Context: an optimization exercise on an open-source flow, tuned for small area. The choices shown serve that exercise and are no tape-out recipe. Where RTL was checked, it was by simulation tests only, not by an equivalence proof against the original. No functional check of the RTL was part of run 1. Power is estimated from default activity; no workload was simulated.

[design/flow/config.mk]
export PLATFORM = sky130hd
export DESIGN_NAME = CH3_VFD
export DESIGN_NICKNAME = CH3_VFD
export VERILOG_FILES = /design/flow/design.v
export SDC_FILE = /design/flow/constraint.sdc
export NUM_CORES = 4
export LEC_CHECK = 0
export ABC_AREA = 1
export CAP_MARGIN = 20
export CORE_MARGIN = 2
export CORE_UTILIZATION = 40
export SLEW_MARGIN = 20
[design/flow/constraint.sdc]
create_clock -name core_clock -period 10.0 [get_ports {CLK}]
set_input_delay 2.0000 -clock core_clock [delete_from_list [all_inputs] [get_ports {CLK}]]
set_output_delay 2.0000 -clock core_clock [all_outputs]
set_load 0.01 [all_outputs]
[design/flow/design.v]
module CH3_WT_SEP(
	NUMBER,
	SEP_A, SEP_B
);
input [5:0]NUMBER;
output [3:0]SEP_A, SEP_B;
wire [3:0] SEP_A = (NUMBER >= 6'd50) ? 4'd5 :
                   (NUMBER >= 6'd40) ? 4'd4 :
                   (NUMBER >= 6'd30) ? 4'd3 :
                   (NUMBER >= 6'd20) ? 4'd2 :
                   (NUMBER >= 6'd10) ? 4'd1 : 4'd0;
wire [5:0] REM = NUMBER - {SEP_A[2:0], 3'b000} - {SEP_A[2:0], 1'b0};
wire [3:0] SEP_B = REM[3:0];
endmodule
module CH3_VFD(
	RESETN, CLK,
	KEY,
	LCD_E, LCD_RS, LCD_RW,
	LCD_DATA,
	PIEZO
);
input RESETN, CLK;
input [7:0]KEY;
output LCD_E, LCD_RS, LCD_RW;
output [7:0] LCD_DATA;
output PIEZO;
reg LCD_RS;
reg [7:0] LCD_DATA;
reg P_CLK;
reg        half;
reg [15:0] ct;
wire ct_end = ~ct[14] & ~ct[13] & ct[11] & ~ct[10] & ct[9] & ~ct[7] & ct[6] & ~ct[5] &
              ct[4] & ct[3] & ct[2] & ct[1] & ct[0];
wire tick = half & ct_end;                  
wire colon = ~half;                         
always @(posedge CLK)
begin
	if(~RESETN | ct_end)
		ct <= 16'd20350;
	else
		ct <= {ct[14:0], ct[15] ^ ct[14] ^ ct[12] ^ ct[3]};
	if(~RESETN)
		half <= 1'b0;
	else if(ct_end)
		half <= ~half;
end
reg [16:0] kt;
wire sample = kt[15] & ~kt[14] & kt[13] & kt[12] & kt[11] & kt[10] & ~kt[9] & kt[8] &
              ~kt[7] & kt[5] & ~kt[4] & ~kt[3] & ~kt[2] & kt[1] & ~kt[0];
always @(posedge CLK)
begin
	if(~RESETN | sample)
		kt <= 17'd13708;
	else
		kt <= {kt[15:0], kt[16] ^ kt[13]};
end
reg [5:0] cs;
reg signal;
wire cs_end = cs[5] & cs[2] & cs[1] & ~cs[0];      
wire sig_rise = cs_end & ~signal;
always @(posedge CLK)
begin
	if(~RESETN | cs_end)
		cs <= 6'd1;
	else
		cs <= {cs[4:0], cs[5] ^ cs[4]};
	if(~RESETN)
		signal <= 1'b0;
	else if(cs_end)
		signal <= ~signal;
end
assign LCD_E = ~signal;
reg [4:0] hr;
reg [5:0] mn, sc;
reg [4:0] hb;            
reg [5:0] mb, sb;
reg [4:0] ah;            
reg [5:0] am, as;
reg [2:0] flag;
reg alarm_set, melody_set;
reg [2:0] cursor;
reg [1:0] asc;           
reg [2:0] off_cnt;
reg [2:0] aset0, aset1, aset2, aset3;    
reg [2:0] p_cnt;
reg [2:0] p_scan;        
reg [2:0] limit;         
reg [7:0] cnt_sound;
wire sc59 = sc[5] & sc[4] & sc[3] & sc[1] & sc[0];
wire mn59 = mn[5] & mn[4] & mn[3] & mn[1] & mn[0];
wire hr23 = hr[4] & hr[2] & hr[1] & hr[0];
always @(posedge CLK)
begin
	if(~RESETN)
		begin
			hr <= 5'd0;
			mn <= 6'd0;
			sc <= 6'd0;
		end
	else if(flag == 3'b001)
		begin
			hr <= hb;
			mn <= mb;
			sc <= sb;
		end
	else if(tick)
		begin
			sc <= sc59 ? 6'd0 : sc + 6'd1;
			if(sc59)
				mn <= mn59 ? 6'd0 : mn + 6'd1;
			if(sc59 & mn59)
				hr <= hr23 ? 5'd0 : hr + 5'd1;
		end
end
wire alarm_hit = alarm_set & (hr == ah) & (mn == am) & (sc == as);
wire k80 = (KEY == 8'h80);
wire k40 = (KEY == 8'h40);
wire k20 = (KEY == 8'h20);
wire k10 = (KEY == 8'h10);
wire k08 = (KEY == 8'h08);
wire k04 = (KEY == 8'h04);
wire k02 = (KEY == 8'h02);
wire knote = (KEY[7:4] == 4'h0) & ((KEY[3:0] == 4'h8) | (KEY[3:0] == 4'h4) | (KEY[3:0] == 4'h2) | (KEY[3:0] == 4'h1));
wire [1:0] kidx = {KEY[1] | KEY[0], KEY[2] | KEY[0]};
wire [7:0] p_key = p_scan[2] ? (8'h08 >> p_scan[1:0]) : 8'h00;
wire [5:0] e_val = (cursor[2:1] == 2'd0) ? {1'b0, hb} : (cursor[2:1] == 2'd1) ? mb : sb;
wire [6:0] e_sum = {1'b0, e_val} + (cursor[0] ? 7'd1 : 7'd10);
wire e_over = (cursor[2:1] == 2'd0) ? (e_sum > 7'd23) : (e_sum > 7'd59);
wire [5:0] e_res = e_over ? 6'd0 : e_sum[5:0];
reg [2:0] flag_n;
reg [4:0] hb_n, ah_n;
reg [5:0] mb_n, sb_n, am_n, as_n;
reg alarm_set_n, melody_set_n;
reg [2:0] cursor_n, off_cnt_n;
reg [1:0] asc_n;
reg [2:0] aset0_n, aset1_n, aset2_n, aset3_n;
always @(*)
begin
	flag_n = flag;
	hb_n = hb; mb_n = mb; sb_n = sb;
	ah_n = ah; am_n = am; as_n = as;
	alarm_set_n = alarm_set;
	melody_set_n = melody_set;
	cursor_n = cursor;
	off_cnt_n = off_cnt;
	asc_n = asc;
	aset0_n = aset0; aset1_n = aset1; aset2_n = aset2; aset3_n = aset3;
	if(alarm_hit)
		flag_n = 3'b111;
	if(sample)
		begin
			if(flag_n == 3'b000)
				begin
					if(k80 | k40 | k20)
						begin
							flag_n = k80 ? 3'b001 : k40 ? 3'b010 : 3'b011;
							hb_n = hr; mb_n = mn; sb_n = sc;
						end
					else if(k10)
						begin
							flag_n = 3'b100;
							melody_set_n = 1'b1;
							asc_n = 2'd0;
						end
				end
			if(flag_n == 3'b001 || flag_n == 3'b010)
				begin
					if(k02)
						begin
							if(flag_n == 3'b010)
								begin
									ah_n = hb_n; am_n = mb_n; as_n = sb_n;
									alarm_set_n = 1'b1;
								end
							flag_n = 3'b000;
							cursor_n = 3'd0;
						end
					else if(k04)
						cursor_n = (cursor_n == 3'd5) ? 3'd0 : cursor_n + 3'd1;
					else if(k08)
						case(cursor_n[2:1])
							2'd0: hb_n = e_res[4:0];
							2'd1: mb_n = e_res;
							default: sb_n = e_res;
						endcase
				end
			if(flag_n == 3'b011)
				begin
					if(k02)
						flag_n = 3'b000;
					if(alarm_set_n)
						begin
							hb_n = ah_n; mb_n = am_n; sb_n = as_n;
						end
					else
						flag_n = 3'b010;
				end
			if(flag_n == 3'b100)
				begin
					if(knote)
						begin
							case(asc_n)
								2'd0: aset0_n = {1'b1, kidx};
								2'd1: aset1_n = {1'b1, kidx};
								2'd2: aset2_n = {1'b1, kidx};
								2'd3: aset3_n = {1'b1, kidx};
							endcase
							if(asc_n == 2'd3)
								flag_n = 3'b000;
							asc_n = asc_n + 2'd1;
						end
				end
			if(flag_n == 3'b111)
				begin
					if(off_cnt_n[2])
						begin
							off_cnt_n = 3'd0;
							flag_n = 3'b000;
						end
					if(KEY == p_key)
						off_cnt_n = off_cnt_n + 3'd1;
				end
		end
end
always @(posedge CLK)
begin
	hb <= hb_n; mb <= mb_n; sb <= sb_n;
	ah <= ah_n; am <= am_n; as <= as_n;
	if(~RESETN)
		begin
			flag <= 3'b000;
			alarm_set <= 1'b0;
			melody_set <= 1'b0;
			cursor <= 3'd0;
			off_cnt <= 3'd0;
			asc <= 2'd0;
			aset0 <= 3'd0; aset1 <= 3'd0; aset2 <= 3'd0; aset3 <= 3'd0;
		end
	else
		begin
			flag <= flag_n;
			alarm_set <= alarm_set_n;
			melody_set <= melody_set_n;
			cursor <= cursor_n;
			off_cnt <= off_cnt_n;
			asc <= asc_n;
			aset0 <= aset0_n; aset1 <= aset1_n; aset2 <= aset2_n; aset3 <= aset3_n;
		end
end
wire ringing = alarm_set & (flag == 3'b111);
wire [3:0] p_next = {1'b0, p_cnt} + {3'b000, tick};
wire [2:0] p_note = melody_set ?
	((p_next[2:1] == 2'd0) ? aset0 : (p_next[2:1] == 2'd1) ? aset1 : (p_next[2:1] == 2'd2) ? aset2 : aset3) :
	{1'b1, p_next[2:1]};
always @(posedge CLK)
begin
	if(~RESETN)
		begin
			p_cnt <= 3'd0;
			p_scan <= 3'd0;
			limit <= 3'd0;
		end
	else if(ringing)
		begin
			p_cnt <= p_next[2:0];
			if(~p_next[3])
				begin
					p_scan <= p_note;
					if(p_note[2])
						limit <= p_note;
				end
		end
	else
		begin
			p_cnt <= 3'd0;
			limit <= 3'd0;
		end
end
wire snd_ge = ~limit[2] |
	((limit[1:0] == 2'd0) ? (cnt_sound >= 8'd190) :
	 (limit[1:0] == 2'd1) ? (cnt_sound >= 8'd169) :
	 (limit[1:0] == 2'd2) ? (cnt_sound >= 8'd151) : (cnt_sound >= 8'd142));
always @(posedge CLK)
begin
	if(~RESETN)
		begin
			P_CLK <= 1'b0;
			cnt_sound <= 8'd0;
		end
	else if(snd_ge)
		begin
			cnt_sound <= 8'd0;
			P_CLK <= ~P_CLK;
		end
	else
		cnt_sound <= cnt_sound + 8'd1;
end
assign PIEZO = P_CLK;
reg [7:0] lc;
wire init = lc[7] | lc[6];
wire [4:0] cnt = lc[4:0];
wire line2 = lc[5];
wire ph_delay = init & (lc < 8'd163);
wire ph_fs = init & (lc >= 8'd163) & (lc < 8'd194);
wire ph_do = init & (lc >= 8'd194) & (lc < 8'd225);
wire line_end = ~init & cnt[4] & cnt[2];     
always @(posedge CLK)
begin
	if(~RESETN)
		lc <= 8'd92;
	else if(sig_rise)
		begin
			if(line_end)
				lc <= {2'b00, ~line2, 5'd0};
			else
				lc <= lc + 8'd1;
		end
end
assign LCD_RW = init & (lc < 8'd164);
wire setmode = (flag == 3'b001) | (flag == 3'b010) | (flag == 3'b011);
wire [5:0] d_hr = setmode ? {1'b0, hb} : {1'b0, hr};
wire [5:0] d_mn = setmode ? mb : mn;
wire [5:0] d_sc = setmode ? sb : sc;
wire [5:0] d_val = (cnt == 5'd2 || cnt == 5'd3) ? d_hr : (cnt == 5'd5 || cnt == 5'd6) ? d_mn : d_sc;
wire d_tens = (cnt == 5'd2) | (cnt == 5'd5) | (cnt == 5'd8);
wire [3:0] d_t, d_o;
CH3_WT_SEP SEP(d_val, d_t, d_o);
wire [3:0] digit = d_tens ? d_t : d_o;
reg [7:0] l1, l2;
always @(*)
begin
	case(cnt)
		5'd0: l1 = 8'h80;
		5'd2, 5'd3, 5'd5, 5'd6, 5'd8, 5'd9: l1 = {4'h3, digit};
		5'd4, 5'd7: l1 = colon ? 8'h3A : 8'h20;
		5'd11: l1 = ~setmode ? 8'h43 : (flag == 3'b001) ? 8'h54 : 8'h41;
		5'd12: l1 = ~setmode ? 8'h4C : (flag == 3'b001) ? 8'h49 : 8'h4C;
		5'd13: l1 = ~setmode ? 8'h4F : (flag == 3'b001) ? 8'h4D : 8'h41;
		5'd14: l1 = ~setmode ? 8'h43 : (flag == 3'b001) ? 8'h45 : 8'h52;
		5'd15: l1 = ~setmode ? 8'h4B : (flag == 3'b001) ? 8'h20 : 8'h4D;
		default: l1 = 8'h20;
	endcase
	l2 = 8'h20;
	if(cnt == 5'd0)
		l2 = 8'hC0;
	else if(flag == 3'b001 || flag == 3'b010)
		case(cnt)
			5'd2: l2 = (cursor == 3'd0) ? 8'h18 : 8'h20;
			5'd3: l2 = (cursor == 3'd1) ? 8'h18 : 8'h20;
			5'd5: l2 = (cursor == 3'd2) ? 8'h18 : 8'h20;
			5'd6: l2 = (cursor == 3'd3) ? 8'h18 : 8'h20;
			5'd8: l2 = (cursor == 3'd4) ? 8'h18 : 8'h20;
			5'd9: l2 = (cursor == 3'd5) ? 8'h18 : 8'h20;
			5'd12: l2 = 8'h53;
			5'd13: l2 = 8'h45;
			5'd14: l2 = 8'h54;
			default: l2 = 8'h20;
		endcase
	else if(flag == 3'b011)
		case(cnt)
			5'd10: l2 = 8'h53;
			5'd11: l2 = 8'h65;
			5'd12: l2 = 8'h74;
			5'd13: l2 = 8'h74;
			5'd14: l2 = 8'h65;
			5'd15: l2 = 8'h64;
			default: l2 = 8'h20;
		endcase
	else if(flag == 3'b100 || flag == 3'b111)
		case(cnt)
			5'd2: l2 = (flag == 3'b100) ? {6'b001100, asc} : {5'b00110, off_cnt};
			5'd3: l2 = 8'h2F;
			5'd4: l2 = 8'h34;
			5'd6: l2 = 8'h53;
			5'd7: l2 = 8'h65;
			5'd8: l2 = 8'h74;
			default: l2 = 8'h20;
		endcase
	else
		case(cnt)
			5'd2: l2 = 8'h31;
			5'd3: l2 = 8'h2C;
			5'd4: l2 = 8'h32;
			5'd5: l2 = 8'h2C;
			5'd6: l2 = 8'h33;
			5'd7: l2 = 8'h2C;
			5'd8: l2 = 8'h34;
			5'd9: l2 = 8'h3A;
			5'd11: l2 = 8'h4D;
			5'd12: l2 = 8'h45;
			5'd13: l2 = 8'h4E;
			5'd14: l2 = 8'h55;
			default: l2 = 8'h20;
		endcase
end
always @(posedge CLK)
begin
	if(~RESETN)
		begin
			LCD_RS <= 1'b1;
			LCD_DATA <= 8'h00;
		end
	else if(sig_rise)
		begin
			if(init)
				begin
					LCD_RS <= ph_delay;
					LCD_DATA <= ph_delay ? 8'h00 : ph_fs ? 8'h3C : ph_do ? 8'h0C : 8'h06;
				end
			else
				begin
					LCD_RS <= (cnt != 5'd0);
					LCD_DATA <= line2 ? l2 : l1;
				end
		end
end
endmodule
[design/flow/flow/run.sh]
#!/bin/bash
# Own layout flow: the standard flow, except that synthesis maps the
# logic with an area-oriented ABC script (flow/abc_area.script). Registers,
# their names and cells are the standard synthesis's; only the combinational
# mapping differs. Each tool's output goes to a log file in this folder.
set -euo pipefail
W=$PWD
rm -rf "$W/scripts_area"
mkdir -p "$W/scripts_area"
cp -r "$FLOW_HOME/scripts/." "$W/scripts_area/"
cp "$W/flow/abc_area.script" "$W/scripts_area/abc_area.script"
bash standard.sh synth ABC_AREA=1 SCRIPTS_DIR="$W/scripts_area" > "$W/synth.log" 2>&1
bash standard.sh finish > "$W/layout.log" 2>&1
test -s "$W/out/final.def"
[design/flow/flow/abc_area.script]
strash
&get -n
&deepsyn -I 4 -T 60
&put
dch -f
amap
topo
[design/flow/standard.sh]
#!/bin/bash
# synth_recipe.tcl (not shown) runs the flow's synth.tcl, then flattens the netlist and writes it again
# the make line also repeats each setting of config.mk as NAME=value (left out here)
make -C /OpenROAD-flow-scripts/flow DESIGN_CONFIG=/design/flow/config.mk WORK_HOME=/design/flow/orfs CLKGATE_MAP_FILE= SYNTH_SCRIPT=/design/flow/synth_recipe.tcl "${@:-finish}"
==> results of run 1 <==
## per-layer routing
metal	routed length, µm	up-vias	global-route usage (%)
li1	-	4002	-
met1	10900	3665	29.7
met2	10700	293	33.9
met3	1390	56	3.63
met4	845	0	10.7
met5	0	-	0
## cell usage in the layout (no fill, tap or decap), types with 5 or more instances in the layout
master	netlist	layout
nor2_1	199	199
clkinv_1	169	169
dfxtp_1	125	125
nand2_1	88	87
o21ai_0	63	63
a21oi_1	56	56
o22ai_1	40	40
nor3_1	37	36
edfxtp_1	34	34
ha_1	32	32
nand3_1	26	26
clkdlybuf4s50_1	0	21
o221ai_1	18	18
a31oi_1	18	18
clkbuf_16	0	17
o32ai_1	16	16
or3_1	16	16
or2_0	15	15
a211oi_1	14	14
nand4_1	10	10
nor2b_1	10	10
and3_1	8	8
or4_1	7	7
nor4_1	8	7
o2111ai_1	7	7
buf_4	0	7
a221oi_1	6	6
inv_8	0	6
a222oi_1	5	5
o21a_1	5	5
## state kept, by name (all words and copies together) (netlist names), 5 cells and up, named ones only
register	flops
LCD_DATA	8
ah	5
am	6
as	6
cnt_sound	8
cs	6
ct	16
hb	5
hr	5
kt	17
lc	8
mb	6
mn	6
sb	6
sc	6
## logic make-up (layout without fill, tap and decap cells)
kind of cell / after synthesis / in the layout / share of synthesized area (%)
adders and majority gates: 33 / 33 / 4.97
DFF: 159 / 159 / 41.7
buffers and inverters: 171 / 229 / 7.59
and+or+nand+nor: 431 / 431 / 22.7
AOI/OAI and AO/OA: 292 / 292 / 23.1
## path summary, 6_finish.rpt
kind | depth (start not counted) | end | slack [ns] | from
min | 1 | ct[9] | 0.41 | ct[8]
max | 14 | mb[1] | 3.25 | KEY[2]
min reg2reg | 1 | ct[9] | 0.41 | ct[8]
max reg2reg | 17 | mb[1] | 4.28 | mn[3]
## power by group
part | total (mW) | switching, mW | internal, mW
Combinational | 0.0328 | 0.0206 | 0.0123
Sequential | 0.665 | 0.00396 | 0.661
Clock | 0.661 | 0.304 | 0.357
## stage by stage
| step | instance area (µm²) | hold slack (ns) | power (mW) |
|---|---|---|---|
| after floorplan | 8460 | 0.384 | 0.697 |
| after global placement | 9070 | 0.387 | 0.712 |
| after detailed placement | 9070 | 0.396 | 0.712 |
| after CTS | 9660 | 0.412 | 1.37 |
| after global routing | 9670 | 0.429 | 1.41 |
| final | 9670 | 0.408 | 1.36 |
## critical path: cells and delay by family
kind / cells / cell delay [ns]
simple gates: 8 / 1.92
buf+inv: 3 / 1.90
compound gates: 3 / 1.05
## cell type report
cell class	instances	share of cell area (%)
Clock buffer	17	4.40
Clock inverter	15	1.75
Inverter	169	6.56
Multi-Input combinational cell	756	44.6
Sequential cell	159	36.4
Tap cell	275	3.56
Timing Repair Buffer	28	2.72
==> key figures, run 1 <==
Critical path
  – Crit end category: flip-flop
  – Crit path max fanout: 28
  – Nature of the critical path startpoint: input port
  – CP Data Required Time: 10.13 ns
  – CP dominant cell by count: nor2_1
  – Slowest stage delay, CP: 0.75 ns
  – Kind of critical path: input port to flip-flop
  – Worst Path Arrival: 6.89 ns
  – CP max-delay cell: nor4_2
  – CP cell instances: clkdlybuf4s50_1 > nor2_1 > nand2_1 > nor2_1 > nand3_1 > nor4_2 > clkinv_1 > o21ai_0 > nor2_1 > nand2_1 > clkinv_1 > o22a_1 > nor2_1 > a41oi_1

Synthesis
  – #FFs+latches synth: 159
  – Main flop type after synthesis: dfxtp_1
  – Top cells by area, synth: dfxtp_1 (30%), edfxtp_1 (12%), nor2_1 (8.8%)
  – Top cell types by occurrence after synthesis: nor2_1 (199), clkinv_1 (169), dfxtp_1 (125)
  – Cell taking the most area after synthesis: dfxtp_1
  – Gate Count Post-Synth: 1086
  – Yosys cell types: 52
  – Post-synth EDFFs: 34
  – Top cell type's share of synthesized area: 29.6%
  – Synthesized area: 8460 µm²
  – Most frequent cell after synthesis: nor2_1
  – Syn_nets: 1129
  – Seq/Total Area, Yosys: 41.7%
  – FFs w/ async S/R, synth: 0%
  – Ys Warns: 1
  – Syn avg cell area: 7.79 µm²

STA
  – Fin crit period: 6.75 ns
  – Slew HR: 32.5%
  – Fin crit share: 67.5%
  – Final Setup Violations: 0
  – Worst setup margin: 3.25 ns
  – Max Slew Vio Count: 0
  – Worst Skew: 0.0192 ns
  – Fin. Hold Viols: 0
  – Worst Max-Slew Pin Slew: 1.01 ns
  – RSZ-0062 raised after global routing: no
  – Setup TNS: 0 ns
  – Max Clock Freq: 148 MHz

Floorplanning
  – Die Ht: 149 µm
  – Core area: 20900 µm²
  – Row cnt: 53
  – Num ports: 22
  – Die area: 22300 µm²
  – Initial Util: 40.5%
  – Width of the die: 149 µm

Cells and area
  – Ant diodes: 0
  – Layout cells sized above 1: 3.67%
  – Final Util: 46.3%
  – Fillers: 2098
  – Multi-input logic area: 4310 µm²
  – Synthesis-to-finish area growth: 14.3%
  – Non-filler instance count after layout: 1419
  – Sequential cell area: 3520 µm²
  – Fin nets: 1174

Placed design
  – Placed cells: 1387
  – Minimum setup slack after placement: 2.84 ns
  – Port Buffers: 21
  – Final HPWL DP: 18.0 mm
  – Gpl congestion: 0.931

Clock tree
  – Hold_buf cts: 0
  – Post-CTS Resized: 0
  – Total CTS buffers: 17
  – Clock Path Buffers: 2
  – H-Tree Depth: 4
  – CTS tree: built
  – Worst-Skew Late Latency: 0.43 ns
  – Clk pin slew, worst setup/hold paths: 0.07 ns
  – CTS root buf: clkbuf_16
  – Setup Buffers After CTS: 0
  – Clock sinks: 159

GRT
  – Global-route wire length before repair: 38.6 mm
  – Gr usage total: 21.9%
  – Total global routing overflow: 0
  – Pin count of the biggest net entering global routing: 42
  – Vias in the first global route: 7520
  – Initial antenna violation count: 0

Routing
  – Vias: 8016
  – Drt first pass iters: 7
  – Drt wl/cell: 16.8 µm
  – Via density: 5.65
  – DR iter-0 viols: 679
  – # DRC: 0
  – Drt total wl: 23.9 mm
  – Final ANT Viol Nets: 0

Power and ir drop
  – Static Leak: 3.21 nW
  – PD cells: 141 nW/µm²
  – Worst VDD drop: 106 µV

Flow run
  – Max cap viols: 0

Status
  – Status: finished clean

Hold path
  – Hold Crit Class: flip-flop to flip-flop
==> run 2, diff against run 1 <==
--- a/design/flow/design.v
+++ b/design/flow/design.v
@@ -29,45 +29,51 @@
 reg P_CLK;
 reg        half;
 reg [15:0] ct;
-wire ct_end = ~ct[14] & ~ct[13] & ct[11] & ~ct[10] & ct[9] & ~ct[7] & ct[6] & ~ct[5] &
-              ct[4] & ct[3] & ct[2] & ct[1] & ct[0];
+wire ct_end = ct[15] & ct[14] & ct[9] & ct[8] & ct[6] & ct[3] & ct[2] & ct[1] & ct[0];  
 wire tick = half & ct_end;                  
 wire colon = ~half;                         
 always @(posedge CLK)
 begin
-	if(~RESETN | ct_end)
-		ct <= 16'd20350;
-	else
-		ct <= {ct[14:0], ct[15] ^ ct[14] ^ ct[12] ^ ct[3]};
 	if(~RESETN)
-		half <= 1'b0;
+		begin
+			ct <= 16'd0;
+			half <= 1'b0;
+		end
 	else if(ct_end)
-		half <= ~half;
+		begin
+			ct <= 16'd0;
+			half <= ~half;
+		end
+	else
+		ct <= ct + 16'd1;
 end
 reg [16:0] kt;
-wire sample = kt[15] & ~kt[14] & kt[13] & kt[12] & kt[11] & kt[10] & ~kt[9] & kt[8] &
-              ~kt[7] & kt[5] & ~kt[4] & ~kt[3] & ~kt[2] & kt[1] & ~kt[0];
+wire sample = kt[16] & kt[15] & kt[10] & kt[9] & kt[7] & kt[5];    
 always @(posedge CLK)
 begin
 	if(~RESETN | sample)
-		kt <= 17'd13708;
+		kt <= 17'd0;
 	else
-		kt <= {kt[15:0], kt[16] ^ kt[13]};
+		kt <= kt + 17'd1;
 end
 reg [5:0] cs;
 reg signal;
-wire cs_end = cs[5] & cs[2] & cs[1] & ~cs[0];      
+wire cs_end = cs[5] & cs[3];               
 wire sig_rise = cs_end & ~signal;
 always @(posedge CLK)
 begin
-	if(~RESETN | cs_end)
-		cs <= 6'd1;
-	else
-		cs <= {cs[4:0], cs[5] ^ cs[4]};
 	if(~RESETN)
-		signal <= 1'b0;
+		begin
+			cs <= 6'd0;
+			signal <= 1'b0;
+		end
 	else if(cs_end)
-		signal <= ~signal;
+		begin
+			cs <= 6'd0;
+			signal <= ~signal;
+		end
+	else
+		cs <= cs + 6'd1;
 end
 assign LCD_E = ~signal;
 reg [4:0] hr;
==> design/flow/run.sh (new file) <==
#!/bin/bash
# synth_recipe.tcl (not shown) runs the flow's synth.tcl, then flattens the netlist and writes it again
# the make line also repeats each setting of config.mk as NAME=value (left out here)
make -C /OpenROAD-flow-scripts/flow DESIGN_CONFIG=/design/flow/config.mk WORK_HOME=/design/flow/orfs CLKGATE_MAP_FILE= SYNTH_SCRIPT=/design/flow/synth_recipe.tcl finish
--- a/design/flow/config.mk
+++ b/design/flow/config.mk
@@ -5,7 +5,6 @@
 export SDC_FILE = /design/flow/constraint.sdc
 export NUM_CORES = 4
 export LEC_CHECK = 0
-export ABC_AREA = 1
 export CAP_MARGIN = 20
 export CORE_MARGIN = 2
 export CORE_UTILIZATION = 40
removed: design/flow/flow/run.sh
removed: design/flow/flow/abc_area.script
removed: design/flow/standard.sh
==> key figures, run 2 <==
Status
  – Status: finished clean

Cells and area
  – Ant diodes: 0 (unchanged)
  – Final Util: 44.4% (-1.8 points)
  – Largest Register: kt
  – Fillers: 2486 (+18%)
  – Most common library cell in the layout ignoring fill and taps: nand2_1
  – Max reg flops: 17 (unchanged)
  – Top Registers: kt (17), ct (16)
  – Layout cells sized above 1: 7.19% (+3.5 points)
  – Post-route cell area: 11100 µm² (+15%)
  – Synthesis-to-finish area growth: 9.74%
  – Fin nets: 1258 (+7.2%)
  – Most frequent cells in the layout: nand2_1 (141), nor2_1 (135), dfxtp_1 (125), a21oi_1 (78), nand3_1 (52)

STA
  – Worst hold margin: 0.457 ns (+0.0487 ns)
  – Max Slew Vio Count: 0 (unchanged)
  – Worst Max-Slew Pin Slew: 0.988 ns (-0.0174 ns)
  – Max Clock Freq: 201 MHz (+36%)
  – RSZ-0062 raised after global routing: no
  – Setup TNS: 0 ns (unchanged)
  – Slew HR: 33.9% (+1.4 points)
  – Fin. Hold Viols: 0 (unchanged)
  – Worst Skew: 0.0122 ns (-0.00696 ns)
  – Fin crit share: 49.6% (-18 points)
  – Fin crit period: 4.96 ns (-1.79 ns)
  – Final Setup Violations: 0 (unchanged)

GRT
  – Total global routing overflow: 0 (unchanged)
  – Pin count of the biggest net entering global routing: 67 (+60%)
  – Vias in the first global route: 8175 (+8.7%)
  – Initial antenna violation count: 0 (unchanged)
  – Global-route wire length before repair: 42.7 mm (+11%)
  – Gr usage total: 20.1% (-1.8 points)

Flow run
  – Max cap viols: 0 (unchanged)

Routing
  – Drt total wl: 26.3 mm (+10%)
  – Final ANT Viol Nets: 0 (unchanged)
  – # DRC: 0 (unchanged)
  – Via density: 5.67 (+0.41%)
  – Vias: 8815 (+10%)
  – Drt first pass iters: 5 (-2)
  – Drt wl/cell: 16.9 µm (+0.77%)
  – DR iter-0 viols: 893 (+32%)

Floorplanning
  – Die area: 26600 µm² (+19%)
  – Die Ht: 163 µm (+9.1%)
  – Row cnt: 58 (+9.4%)
  – Num ports: 22 (unchanged)
  – Core area: 25000 µm² (+20%)
  – Width of the die: 163 µm (+9.1%)
  – Initial Util: 40.5% (about the same)

Power and ir drop
  – Sw Pwr: 312 µW (-4.9%)
  – PD cells: 120 nW/µm² (-14%)
  – Worst VDD drop: 96.4 µV (-8.9%)
  – Part of the power in registers: 49.3% (+0.4 points)
  – Switch share: 23.4% (-0.78 points)
  – Clock share of power: 48.4% (-0.3 points)
  – Logic pwr share: 2.3% (about the same)
  – Internal power: 1.02 mW (-0.77%)
  – Static Leak: 3.92 nW (+22%)

Synthesis
  – Top cell type's share of synthesized area: 24.7% (-4.8 points)
  – Syn avg cell area: 8.24 µm² (+5.8%)
  – Syn_nets: 1274 (+13%)
  – Synthesized area: 10100 µm² (+20%)
  – Seq/Total Area, Yosys: 34.8% (-6.8 points)
  – FFs w/ async S/R, synth: 0% (unchanged)
  – Top cell types by occurrence after synthesis: nand2_1 (141), nor2_1 (135), dfxtp_1 (125)
  – Top cells by area, synth: dfxtp_1 (25%), edfxtp_1 (10%), nand2_1 (5.2%)
  – Gate Count Post-Synth: 1227 (+13%)
  – Main flop type after synthesis: dfxtp_1
  – Cell taking the most area after synthesis: dfxtp_1
  – Yosys cell types: 91 (+75%)
  – Most frequent cell after synthesis: nand2_1
  – #FFs+latches synth: 159 (unchanged)
  – Post-synth EDFFs: 34 (unchanged)
  – Ys Warns: 1 (unchanged)

Critical path
  – Worst Path Arrival: 5.15 ns (-1.74 ns)
  – Kind of critical path: input port to flip-flop
  – Reg2Reg Setup Slack: 5.85 ns (+1.57 ns)
  – FF-to-FF Start: lc[0]
  – Nature of the critical path startpoint: input port
  – Worst r2r dst: LCD_DATA[2]
  – Crit end category: flip-flop
  – Crit path max fanout: 21 (-25%)
  – CP Data Required Time: 10.19 ns (+0.06 ns)
  – FF-to-FF path depth: 17 (unchanged)

Clock tree
  – Post-CTS Resized: 0 (unchanged)
  – Clock sinks: 159 (unchanged)
  – Clk pin slew, worst setup/hold paths: 0.07 ns (about the same)
  – Clock Path Buffers: 2 (unchanged)
  – Hold_buf cts: 0 (unchanged)
  – Total CTS buffers: 17 (unchanged)
  – Worst-Skew Late Latency: 0.44 ns (about the same)
  – Setup Buffers After CTS: 0 (unchanged)
  – H-Tree Depth: 4 (unchanged)
  – CTS root buf: clkbuf_16
  – CTS tree: built

Hold path
  – Hold_sp: limit[2]
  – Hold Path End: limit[2]
  – Hold Crit Class: flip-flop to flip-flop
  – Hold Crit Depth: 2 (+1)

Placed design
  – Gpl congestion: 0.882 (-5.3%)
  – Port Buffers: 21 (unchanged)
  – Final HPWL DP: 18.6 mm (+3.8%)
  – Placed inst area: 10500 µm² (+16%)
## run 2: cell count changes in the layout (fill, tap and decap cells not counted), sizes merged, moves of 34 or more
| cell | delta |
|---|---|
| clkinv | -166 |
| nor2 | -61 |
| nand2 | +57 |
| xnor2 | +44 |
| mux2i | +43 |
| inv | +37 |
| xor2 | +35 |
| o22ai | -34 |
## run 2: metal layers
metal / GRT usage, % / wire, µm
met2: 31.9 / 11900
met1: 28.1 / 12500
met4: 5.87 / 539
met5: 0 / 0
met3: 3.28 / 1330
## run 2: final cells by class
class	count	area [µm²]	share of cell area (%)
clock buffer	19	443	3.99
clock inverter	13	126	1.14
inverter	42	158	1.42
multi-input combinational	963	6170	55.6
sequential	159	3520	31.8
tap	330	413	3.72
timing repair buffer	28	258	2.32
## run 2: kinds of logic after synthesis
group	after synthesis	synth area share, %
and+or+nand+nor	518	25.3
muxes	52	5.59
DFF	159	34.8
AOI/OAI and AO/OA	277	18.6
adders and majority gates	37	4.65
xor gates and xnor gates	79	6.84
buffers and inverters	105	4.20
## run 2: power by group through the flow
stage / clock network, mW / logic (mW) / registers, mW
after CTS: 0.661 / 0.0313 / 0.658
after global routing: 0.686 / 0.0344 / 0.658
after detailed placement: 0 / 0.0311 / 0.673
after floorplan: 0 / 0.0194 / 0.672
final: 0.645 / 0.0308 / 0.658
after global placement: 0 / 0.0305 / 0.672
## run 2: critical path: stages
cell and delay [ns]:
clkdlybuf4s50_1 0.53, nor2_2 0.23, nand4b_1 0.19, or2_1 0.29, o32ai_2 0.38, nand2_2 0.23, nand4_1 0.68, and2_1 0.36
a22oi_1 0.13, o21a_1 0.12
## run 2: worst max-delay path by stage
stage                      start   endpoint  slack [ns]
after CTS                 KEY[2]      mb[5]        5.04
after global placement    KEY[1]      mb[5]        4.67
final                     KEY[2]      mb[5]        5.04
after global routing      KEY[1]      mb[5]        4.87
after floorplan           KEY[2]  cursor[2]        5.56
after detailed placement  KEY[2]      hb[2]        4.59
## run 2: stage by stage
stage	total power, mW	setup slack (ns)	instances
3_3_place_gp	0.703	4.67	1522
6_report	1.33	5.04	1554
2_1_floorplan	0.692	5.56	1227
3_5_place_dp	0.704	4.59	1522
5_1_grt	1.38	4.87	1554
4_1_cts	1.35	5.04	1554

-- re-timing with driven ports --
The results above use ideal ports. As a check the final layouts listed here were re-extracted and re-timed, cells and wires unchanged.
Step 1 sets driving cells, clkbuf_16 on the clock port and buf_2 on the other inputs (assumed; they add their load-dependent delay and slew).
Step 2 also shifts input and output timing later by t, the mid clock arrival at the registers, as if the neighbouring blocks saw the same clock.
Three values: no drivers, after step 1, after step 2; two values: the first two.
| run | t, ns | slack for setup (ns) | worst data-port slew with drivers (ns) |
|---|---|---|---|
| run 1 | 0.471 | 3.245 / 3.271 / 2.800 | 0.03 |
| run 2 | 0.479 | 5.037 / 5.063 / 4.584 | 0.04 |
After both steps setup and hold are still met in every run listed. For run 2, which loses most, drivers alone change the setup slack by +0.026 ns; drivers and shift together by -0.453 ns.
